Context: an optimization exercise on an open-source flow, tuned for small area. The choices shown serve that exercise and are no tape-out recipe. In this exercise RTL edits were held to simulation tests only and were not proved equivalent to the original. No driver is modelled on the clock port, so clocking that relies on it looks cheaper here than on a real chip. Power and IR drop assume default switching activity.

==> job 4791 <==
==> flow/design.v <==
module lab4_branch_BranchGShareCtrl
(
    input  logic       update_en,
    input  logic       update_val,
    input  logic [1:0] cur_cnt,
    output logic [1:0] next_cnt
);
always_comb begin
    if (update_en && update_val && cur_cnt != 2'b11)
        next_cnt = cur_cnt + 2'b01;
    else if (update_en && !update_val && cur_cnt != 2'b00)
        next_cnt = cur_cnt - 2'b01;
    else
        next_cnt = cur_cnt;
end
endmodule
module lab4_branch_BranchGShareBit
(
  input  logic clk,
  input  logic wr,
  input  logic wr_n,
  input  logic c,
  output logic s
);
always_ff @(posedge clk)
  s <= ~((s | wr) & (wr_n | c));
endmodule
module lab4_branch_BranchGShareRead8
(
  input  logic [7:0] s,
  input  logic [7:0] wr_n,
  output logic       rd
);
assign rd = |(~s & ~wr_n);
endmodule
module lab4_branch_BranchGShareCol
#(
  parameter ROWS = 64
)
(
  input  logic            clk,
  input  logic [ROWS-1:0] wr,
  input  logic [ROWS-1:0] wr_n,
  input  logic            c0,
  input  logic            c1,
  output logic            rd0_n,     
  output logic            rd1_n      
);
logic [ROWS-1:0] s0;
logic [ROWS-1:0] s1;
genvar j;
generate
  for (j = 0; j < ROWS; j++) begin : g_ent
    lab4_branch_BranchGShareBit b0
    (
      .clk  (clk),
      .wr   (wr[j]),
      .wr_n (wr_n[j]),
      .c    (c0),
      .s    (s0[j])
    );
    lab4_branch_BranchGShareBit b1
    (
      .clk  (clk),
      .wr   (wr[j]),
      .wr_n (wr_n[j]),
      .c    (c1),
      .s    (s1[j])
    );
  end
endgenerate
logic [ROWS/8-1:0] rd0_p, rd1_p;
generate
  for (j = 0; j < ROWS/8; j++) begin : g_rd
    lab4_branch_BranchGShareRead8 r0
    (
      .s    (s0[8*j+7:8*j]),
      .wr_n (wr_n[8*j+7:8*j]),
      .rd   (rd0_p[j])
    );
    lab4_branch_BranchGShareRead8 r1
    (
      .s    (s1[8*j+7:8*j]),
      .wr_n (wr_n[8*j+7:8*j]),
      .rd   (rd1_p[j])
    );
  end
endgenerate
assign rd0_n = |rd0_p;
assign rd1_n = |rd1_p;
endmodule
module lab4_branch_BranchGShareDpath
#(
  parameter PHT_size  = 2048
)
(
  input  logic       clk,
  input  logic       reset,
  input  logic       update_en,
  input  logic       update_val,
  input  logic[31:0] PC,
  input  logic [1:0] next_cnt,
  output logic [1:0] cur_cnt,
  output logic       prediction
);
localparam IW   = $clog2(PHT_size);
localparam CW   = 5;
localparam RW   = IW - CW;
localparam COLS = 1 << CW;
localparam ROWS = 1 << RW;
logic [IW-1:0] ghr;
logic          phase;
logic [IW-1:0] idx;
assign idx = PC[IW+1:2] ^ ghr;
logic [RW-1:0] ridx;
logic [CW-1:0] cidx;
assign ridx = idx[IW-1:CW];
assign cidx = idx[CW-1:0];
logic [ROWS-1:0] rsel;
logic [ROWS-1:0] wr, wr_n;
genvar j, k;
generate
  for (j = 0; j < ROWS; j++) begin : g_rsel
    assign rsel[j] = (ridx == j);
  end
endgenerate
assign wr   = rsel | {ROWS{reset}};
assign wr_n = ~rsel;
logic [COLS-1:0] c0, c1;
logic [COLS-1:0] rd0_n, rd1_n;
generate
  for (k = 0; k < COLS; k++) begin : g_col
    lab4_branch_BranchGShareCol #(.ROWS(ROWS)) col
    (
      .clk   (clk),
      .wr    (wr),
      .wr_n  (wr_n),
      .c0    (c0[k]),
      .c1    (c1[k]),
      .rd0_n (rd0_n[k]),
      .rd1_n (rd1_n[k])
    );
  end
endgenerate
logic s0, s1;    
assign s0 = ~rd0_n[cidx];
assign s1 = ~rd1_n[cidx];
assign cur_cnt    = {s1 ^ phase, s0 ^ phase};
assign prediction = s1 ^ phase;
logic w0, w1;    
assign w0 = next_cnt[0] ^ phase;
assign w1 = next_cnt[1] ^ phase;
generate
  for (k = 0; k < COLS; k++) begin : g_cl
    assign c0[k] = reset | ((cidx == k) ? w0 : ~rd0_n[k]);
    assign c1[k] = reset | ((cidx == k) ? w1 : ~rd1_n[k]);
  end
endgenerate
always_ff @(posedge clk) begin
  phase <= ~reset & ~phase;
  if (reset)          ghr <= {IW{1'b0}};
  else if (update_en) ghr <= {ghr[IW-2:0], update_val};
end
endmodule
module lab4_branch_BranchGShare
#(
  parameter PHT_size  = 2048
)
(
  input  logic clk,
  input  logic reset,
  input  logic update_en,
  input  logic update_val,
  input  logic [31:0] PC,
  output logic prediction
);
logic [1:0] cur_cnt;
logic [1:0] next_cnt;
lab4_branch_BranchGShareCtrl ctrl
(
  .update_en  (update_en),
  .update_val (update_val),
  .cur_cnt    (cur_cnt),
  .next_cnt   (next_cnt)
);
lab4_branch_BranchGShareDpath
#(
  .PHT_size(PHT_size)
)
dpath
(
  .clk        (clk),
  .reset      (reset),
  .update_en  (update_en),
  .update_val (update_val),
  .PC         (PC),
  .next_cnt   (next_cnt),
  .cur_cnt    (cur_cnt),
  .prediction (prediction)
);
endmodule
==> flow/run.sh <==
#!/bin/bash
# synth_recipe.tcl (not shown) runs the flow's synth.tcl, then flattens the netlist and writes it again
# the make line also repeats each setting of config.mk as NAME=value (left out here)
make -C /OpenROAD-flow-scripts/flow DESIGN_CONFIG=/design/flow/config.mk WORK_HOME=/design/flow/orfs CLKGATE_MAP_FILE= SYNTH_SCRIPT=/design/flow/synth_recipe.tcl finish
==> flow/config.mk <==
export PLATFORM = sky130hd
export DESIGN_NAME = lab4_branch_BranchGShare
export DESIGN_NICKNAME = lab4_branch_BranchGShare
export VERILOG_FILES = /design/flow/design.v
export SDC_FILE = /design/flow/constraint.sdc
export NUM_CORES = 8
export LEC_CHECK = 0
export CAP_MARGIN = 0
export CORE_MARGIN = 2
export CORE_UTILIZATION = 62
export CTS_BUF_LIST = sky130_fd_sc_hd__clkbuf_16
export CTS_CLUSTER_DIAMETER = 60
export CTS_CLUSTER_SIZE = 30
export SLEW_MARGIN = 0
export SYNTH_HIERARCHICAL = 1
==> flow/constraint.sdc <==
create_clock -name core_clock -period 12.0 [get_ports {clk}]
set_input_delay 2.4000 -clock core_clock [delete_from_list [all_inputs] [get_ports {clk}]]
set_output_delay 2.4000 -clock core_clock [all_outputs]
set_load 0.01 [all_outputs]
==> job 1390: changes against job 4791 <==
==> flow/flow/run.sh (new file) <==
#!/bin/bash
# Own layout flow: the standard synthesis unchanged, then the standard ORFS
# steps with smaller buffers for the resizer, and a leaner clock tree.
# Each part's output goes to its own log in this folder.
set -euo pipefail
H=$(pwd)/flow/dont_use.tcl
G=$(pwd)/flow/grt_hook.tcl
bash standard.sh synth > synth.log 2>&1
export PRE_GLOBAL_PLACE_TCL=$H PRE_RESIZE_TCL=$H PRE_CTS_TCL=$H PRE_GLOBAL_ROUTE_TCL=$G
export BUFFER_PORTS_ARGS="-buffer_cell sky130_fd_sc_hd__buf_2"
export CTS_ARGS="-sink_clustering_enable -repair_clock_nets -buf_list sky130_fd_sc_hd__clkbuf_16 -sink_clustering_size 30 -sink_clustering_max_diameter 60 -dont_use_dummy_load"
bash standard.sh \
  PRE_GLOBAL_PLACE_TCL=$H PRE_RESIZE_TCL=$H PRE_CTS_TCL=$H PRE_GLOBAL_ROUTE_TCL=$G \
  "BUFFER_PORTS_ARGS=$BUFFER_PORTS_ARGS" "CTS_ARGS=$CTS_ARGS" \
  finish > layout.log 2>&1
==> flow/flow/dont_use.tcl (new file) <==
# Keep the resizer to small buffers: it otherwise drives the long row and
# column lines of the PHT array with buf_12/buf_16 cells.
set_dont_use {sky130_fd_sc_hd__buf_6 sky130_fd_sc_hd__buf_8 sky130_fd_sc_hd__buf_12
  sky130_fd_sc_hd__buf_16 sky130_fd_sc_hd__bufinv_8 sky130_fd_sc_hd__bufinv_16
  sky130_fd_sc_hd__bufbuf_8 sky130_fd_sc_hd__bufbuf_16}
==> flow/flow/grt_hook.tcl (new file) <==
# Global routing step: small buffers only, and before the resizer's repair,
# upsize the drivers of lightly loaded nets whose slew is well up.
set hook_dir [file dirname [info script]]
source [file join $hook_dir dont_use.tcl]
source [file join $hook_dir weak.tcl]
if {[info procs orig_repair_design_helper] eq ""} {
  rename repair_design_helper orig_repair_design_helper
  proc repair_design_helper {} {
    weak_upsize 0.55 4
    estimate_parasitics -global_routing
    orig_repair_design_helper
  }
}
==> flow/flow/weak.tcl (new file) <==
proc weak_upsize {ratio maxfo} {
  set n 0
  set added 0.0
  foreach net [get_nets *] {
    set drv [get_pins -of_objects $net -filter "direction==output"]
    if {[llength $drv] != 1} continue
    set loads [get_pins -of_objects $net -filter "direction==input"]
    if {[llength $loads] > $maxfo || [llength $loads] == 0} continue
    set slew [get_property $drv slew_max]
    if {$slew <= $ratio * 1.5} continue
    set cell [get_cells -of_objects $drv]
    set ref [get_property $cell ref_name]
    if {![regexp {^(sky130_fd_sc_hd__[a-z0-9]+)_([0-9]+)$} $ref -> base size]} continue
    foreach s {2 4 8} {
      if {$s <= $size} continue
      set new [get_lib_cells -quiet */${base}_$s]
      if {[llength $new]} {
        replace_cell $cell $new
        incr n
        break
      }
    }
  }
  puts "weak_upsize: resized $n drivers"
}
==> flow/standard.sh (new file) <==
#!/bin/bash
# synth_recipe.tcl (not shown) runs the flow's synth.tcl, then flattens the netlist and writes it again
# the make line also repeats each setting of config.mk as NAME=value (left out here)
make -C /OpenROAD-flow-scripts/flow DESIGN_CONFIG=/design/flow/config.mk WORK_HOME=/design/flow/orfs CLKGATE_MAP_FILE= SYNTH_SCRIPT=/design/flow/synth_recipe.tcl "${@:-finish}"
Settings changed: CAP_MARGIN 0 to 20, CTS_BUF_LIST sky130_fd_sc_hd__clkbuf_16 to not set, CTS_CLUSTER_DIAMETER 60 to not set, CTS_CLUSTER_SIZE 30 to not set, SLEW_MARGIN 0 to 20.
removed: flow/run.sh
==> run summary <==
Job 4791 produced a clean layout. Job 1390 stopped in global routing on EST-0104. Synthesized cell count is the same in job 1390 and job 4791. In area after synthesis, job 4791 and job 1390 do not differ.
==> figures <==
| item | job 4791 | job 1390 |
|---|---|---|
| HPWL Detailed | 284000 µm | 294000 µm |
| Fraction of synthesis flops using an asynchronous set or reset pin | 0 | 0 |
| Post-Syn Area per Cell | 11.2 µm² | 11.2 µm² |
| Run status | timing/DRC/antenna clean | stopped before the end |
| Failing step | - | global routing |
| Die boundary height | 460 µm | 460 µm |
| Top cell type by total area after synthesis | sky130_fd_sc_hd__dfxtp_1 | sky130_fd_sc_hd__dfxtp_1 |
| Routability congestion estimate | 0.964 | 0.977 |
| CTS Buf Count | 196 | 197 |
| Die width | 460 µm | 460 µm |
| Top Ports | 37 | 37 |
| Total cell area at the placement stage | 139000 µm² | 137000 µm² |
| Count of flip-flops with a built-in enable after synthesis | 0 | 0 |
| Post-placement worst setup slack | 0.917 ns | 1.22 ns |
| Adder and majority gate portion of the synthesized area | 0.000194 | 0.000194 |
| Proportion of synthesized chip area in sequential cells | 0.639 | 0.639 |
| Post-placement cell count | 14.7k | 14.9k |

---

==> run K <==
RTL: the design.v shown in full above, as it stands there.
Settings: LEC_CHECK=0, CAP_MARGIN=0, CORE_MARGIN=2, CORE_UTILIZATION=62, CTS_BUF_LIST=sky130_fd_sc_hd__clkbuf_16, CTS_CLUSTER_DIAMETER=60, CTS_CLUSTER_SIZE=30, SLEW_MARGIN=0, SYNTH_HIERARCHICAL=1; clock period 12.0 ns.
standard.sh (not shown) runs the stock make flow with config.mk's settings and CLKGATE_MAP_FILE= SYNTH_SCRIPT=/design/flow/synth_recipe.tcl, a recipe that flattens the netlist after the stock synthesis.
==> flow/flow/run.sh <==
#!/bin/bash
# Own layout flow: the standard synthesis unchanged, then the standard ORFS
# steps with smaller buffers for the resizer, and a leaner clock tree.
# Each part's output goes to its own log in this folder.
set -euo pipefail
H=$(pwd)/flow/dont_use.tcl
bash standard.sh synth > synth.log 2>&1
export PRE_GLOBAL_PLACE_TCL=$H PRE_RESIZE_TCL=$H PRE_CTS_TCL=$H PRE_GLOBAL_ROUTE_TCL=$H
export BUFFER_PORTS_ARGS="-buffer_cell sky130_fd_sc_hd__buf_2"
export CTS_ARGS="-sink_clustering_enable -repair_clock_nets -buf_list sky130_fd_sc_hd__clkbuf_16 -sink_clustering_size 30 -sink_clustering_max_diameter 60 -dont_use_dummy_load"
bash standard.sh \
  PRE_GLOBAL_PLACE_TCL=$H PRE_RESIZE_TCL=$H PRE_CTS_TCL=$H PRE_GLOBAL_ROUTE_TCL=$H \
  "BUFFER_PORTS_ARGS=$BUFFER_PORTS_ARGS" "CTS_ARGS=$CTS_ARGS" \
  finish > layout.log 2>&1
==> flow/flow/dont_use.tcl <==
# Keep the resizer to small buffers: it otherwise drives the long row and
# column lines of the PHT array with buf_12/buf_16 cells.
set_dont_use {sky130_fd_sc_hd__buf_6 sky130_fd_sc_hd__buf_8 sky130_fd_sc_hd__buf_12
  sky130_fd_sc_hd__buf_16 sky130_fd_sc_hd__bufinv_8 sky130_fd_sc_hd__bufinv_16
  sky130_fd_sc_hd__bufbuf_8 sky130_fd_sc_hd__bufbuf_16}
==> run P: changes against run K <==
==> flow/design.v (replaced) <==
module lab4_branch_BranchGShareCtrl
(
    input  logic       update_en,
    input  logic       update_val,
    input  logic [1:0] cur_cnt,
    output logic [1:0] next_cnt
);
always_comb begin
    if (update_en && update_val && cur_cnt != 2'b11)
        next_cnt = cur_cnt + 2'b01;
    else if (update_en && !update_val && cur_cnt != 2'b00)
        next_cnt = cur_cnt - 2'b01;
    else
        next_cnt = cur_cnt;
end
endmodule
module lab4_branch_BranchGShareBit
(
  input  logic clk,
  input  logic sel,
  input  logic rowb,
  input  logic colc,
  output logic q
);
always_ff @(posedge clk)
  q <= ~((q | sel) & (rowb | colc));
endmodule
module lab4_branch_BranchGShareRead8
(
  input  logic [7:0] sel,
  input  logic [7:0] s,
  output logic       rd
);
assign rd = |(sel & s);
endmodule
module lab4_branch_BranchGShareRow
#(
  parameter COLS = 32
)
(
  input  logic            clk,
  input  logic            row_n,     
  input  logic            rowb,
  input  logic [COLS-1:0] col_n,     
  input  logic [COLS-1:0] colc0,
  input  logic [COLS-1:0] colc1,
  output logic            rd0,       
  output logic            rd1
);
logic [COLS-1:0] sel;
logic [COLS-1:0] s0;
logic [COLS-1:0] s1;
assign sel = ~(col_n | {COLS{row_n}});
genvar k;
generate
  for (k = 0; k < COLS; k++) begin : g_ent
    lab4_branch_BranchGShareBit b0
    (
      .clk  (clk),
      .sel  (sel[k]),
      .rowb (rowb),
      .colc (colc0[k]),
      .q    (s0[k])
    );
    lab4_branch_BranchGShareBit b1
    (
      .clk  (clk),
      .sel  (sel[k]),
      .rowb (rowb),
      .colc (colc1[k]),
      .q    (s1[k])
    );
  end
endgenerate
logic [COLS/8-1:0] rd0_p, rd1_p;
generate
  for (k = 0; k < COLS/8; k++) begin : g_rd
    lab4_branch_BranchGShareRead8 r0
    (
      .sel (sel[8*k+7:8*k]),
      .s   (s0[8*k+7:8*k]),
      .rd  (rd0_p[k])
    );
    lab4_branch_BranchGShareRead8 r1
    (
      .sel (sel[8*k+7:8*k]),
      .s   (s1[8*k+7:8*k]),
      .rd  (rd1_p[k])
    );
  end
endgenerate
assign rd0 = |rd0_p;
assign rd1 = |rd1_p;
endmodule
module lab4_branch_BranchGShareDpath
#(
  parameter PHT_size  = 2048
)
(
  input  logic       clk,
  input  logic       reset,
  input  logic       update_en,
  input  logic       update_val,
  input  logic[31:0] PC,
  input  logic [1:0] next_cnt,
  output logic [1:0] cur_cnt,
  output logic       prediction
);
localparam IW   = $clog2(PHT_size);
localparam CW   = 5;
localparam RW   = IW - CW;
localparam COLS = 1 << CW;
localparam ROWS = 1 << RW;
logic [IW-1:0] ghr;
logic          phase;
logic [IW-1:0] idx;
assign idx = PC[IW+1:2] ^ ghr;
logic [RW-1:0] ridx;
logic [CW-1:0] cidx;
assign ridx = idx[IW-1:CW];
assign cidx = idx[CW-1:0];
logic [ROWS-1:0] rsel;
logic [COLS-1:0] csel;
genvar j, k;
generate
  for (j = 0; j < ROWS; j++) begin : g_rsel
    assign rsel[j] = (ridx == j);
  end
  for (k = 0; k < COLS; k++) begin : g_csel
    assign csel[k] = (cidx == k);
  end
endgenerate
logic [ROWS-1:0] rowb;
logic [COLS-1:0] colc0, colc1;
logic            w0, w1;    
assign w0 = next_cnt[0] ^ phase;
assign w1 = next_cnt[1] ^ phase;
assign rowb  = reset ? {ROWS{1'b0}} : ~rsel;
assign colc0 = reset ? {COLS{1'b0}} : (~csel | {COLS{w0}});
assign colc1 = reset ? {COLS{1'b0}} : (~csel | {COLS{w1}});
logic [ROWS-1:0] rd0, rd1;
generate
  for (j = 0; j < ROWS; j++) begin : g_row
    lab4_branch_BranchGShareRow #(.COLS(COLS)) row
    (
      .clk   (clk),
      .row_n (~rsel[j]),
      .rowb  (rowb[j]),
      .col_n (~csel),
      .colc0 (colc0),
      .colc1 (colc1),
      .rd0   (rd0[j]),
      .rd1   (rd1[j])
    );
  end
endgenerate
logic s0, s1;    
assign s0 = |rd0;
assign s1 = |rd1;
assign cur_cnt    = {s1 ^ phase, s0 ^ phase};
assign prediction = s1 ^ phase;
always_ff @(posedge clk) begin
  phase <= reset | ~phase;
  if (reset)          ghr <= {IW{1'b0}};
  else if (update_en) ghr <= {ghr[IW-2:0], update_val};
end
endmodule
module lab4_branch_BranchGShare
#(
  parameter PHT_size  = 2048
)
(
  input  logic clk,
  input  logic reset,
  input  logic update_en,
  input  logic update_val,
  input  logic [31:0] PC,
  output logic prediction
);
logic [1:0] cur_cnt;
logic [1:0] next_cnt;
lab4_branch_BranchGShareCtrl ctrl
(
  .update_en  (update_en),
  .update_val (update_val),
  .cur_cnt    (cur_cnt),
  .next_cnt   (next_cnt)
);
lab4_branch_BranchGShareDpath
#(
  .PHT_size(PHT_size)
)
dpath
(
  .clk        (clk),
  .reset      (reset),
  .update_en  (update_en),
  .update_val (update_val),
  .PC         (PC),
  .next_cnt   (next_cnt),
  .cur_cnt    (cur_cnt),
  .prediction (prediction)
);
endmodule
==> flow/run.sh (new file) <==
#!/bin/bash
# synth_recipe.tcl (not shown) runs the flow's synth.tcl, then flattens the netlist and writes it again
# the make line also repeats each setting of config.mk as NAME=value (left out here)
make -C /OpenROAD-flow-scripts/flow DESIGN_CONFIG=/design/flow/config.mk WORK_HOME=/design/flow/orfs CLKGATE_MAP_FILE= SYNTH_SCRIPT=/design/flow/synth_recipe.tcl finish
Settings changed: CAP_MARGIN 0 to 20, CORE_UTILIZATION 62 to 60, CTS_BUF_LIST sky130_fd_sc_hd__clkbuf_16 to unset, CTS_CLUSTER_DIAMETER 60 to unset, CTS_CLUSTER_SIZE 30 to unset, SLEW_MARGIN 0 to 20.
removed: flow/flow/run.sh
removed: flow/flow/dont_use.tcl
removed: flow/standard.sh
==> comparison <==
Run P finished with timing, DRC and antenna clean. Run K finished with max-capacitance violations, max-slew violations left. Between run P and run K, the lower design area is in run K (gap 15%, measured against run K). In sequential cell count, run K and run P do not differ. In run K the synthesized cell count is smaller than in run P, by about 15%. Fmax: run K is larger than run P (7.4%). In run K the routed wire length is smaller than in run P, by about 20%. Against run K, the synthesized area of run P is larger by about 7%. Against run P, the total power of run K is smaller by 23%.

-- static timing again, ports no longer ideal --
The results above use ideal ports. As a check the final layouts listed here were re-extracted and re-timed, cells and wires unchanged. Step 1, drivers: a clkbuf_16 drives clk and a buf_2 each remaining input, both assumed. Step 2 moves the port delays by t, midway between the first and last clock arrival at a register: inputs arrive t later, outputs are due t later. That takes back most of the time a late clock gives input paths. Three values: no drivers, after step 1, after step 2; two values: the first two.
run | shift t [ns] | setup slack, ns | worst setup path at the end | pins driven straight from the clock port
job 4791 | 0.973 | 0.852 / 0.830 / 0.450 | input to register | 1
run K | 0.951 | 1.123 / 1.101 / 0.714 | input to register | 1
run P | 1.068 | 0.322 / 0.284 / 0.282 | input to register | 1
The setup slack of run K, which loses most, moves by -0.022 ns with the drivers and by -0.409 ns with both steps.
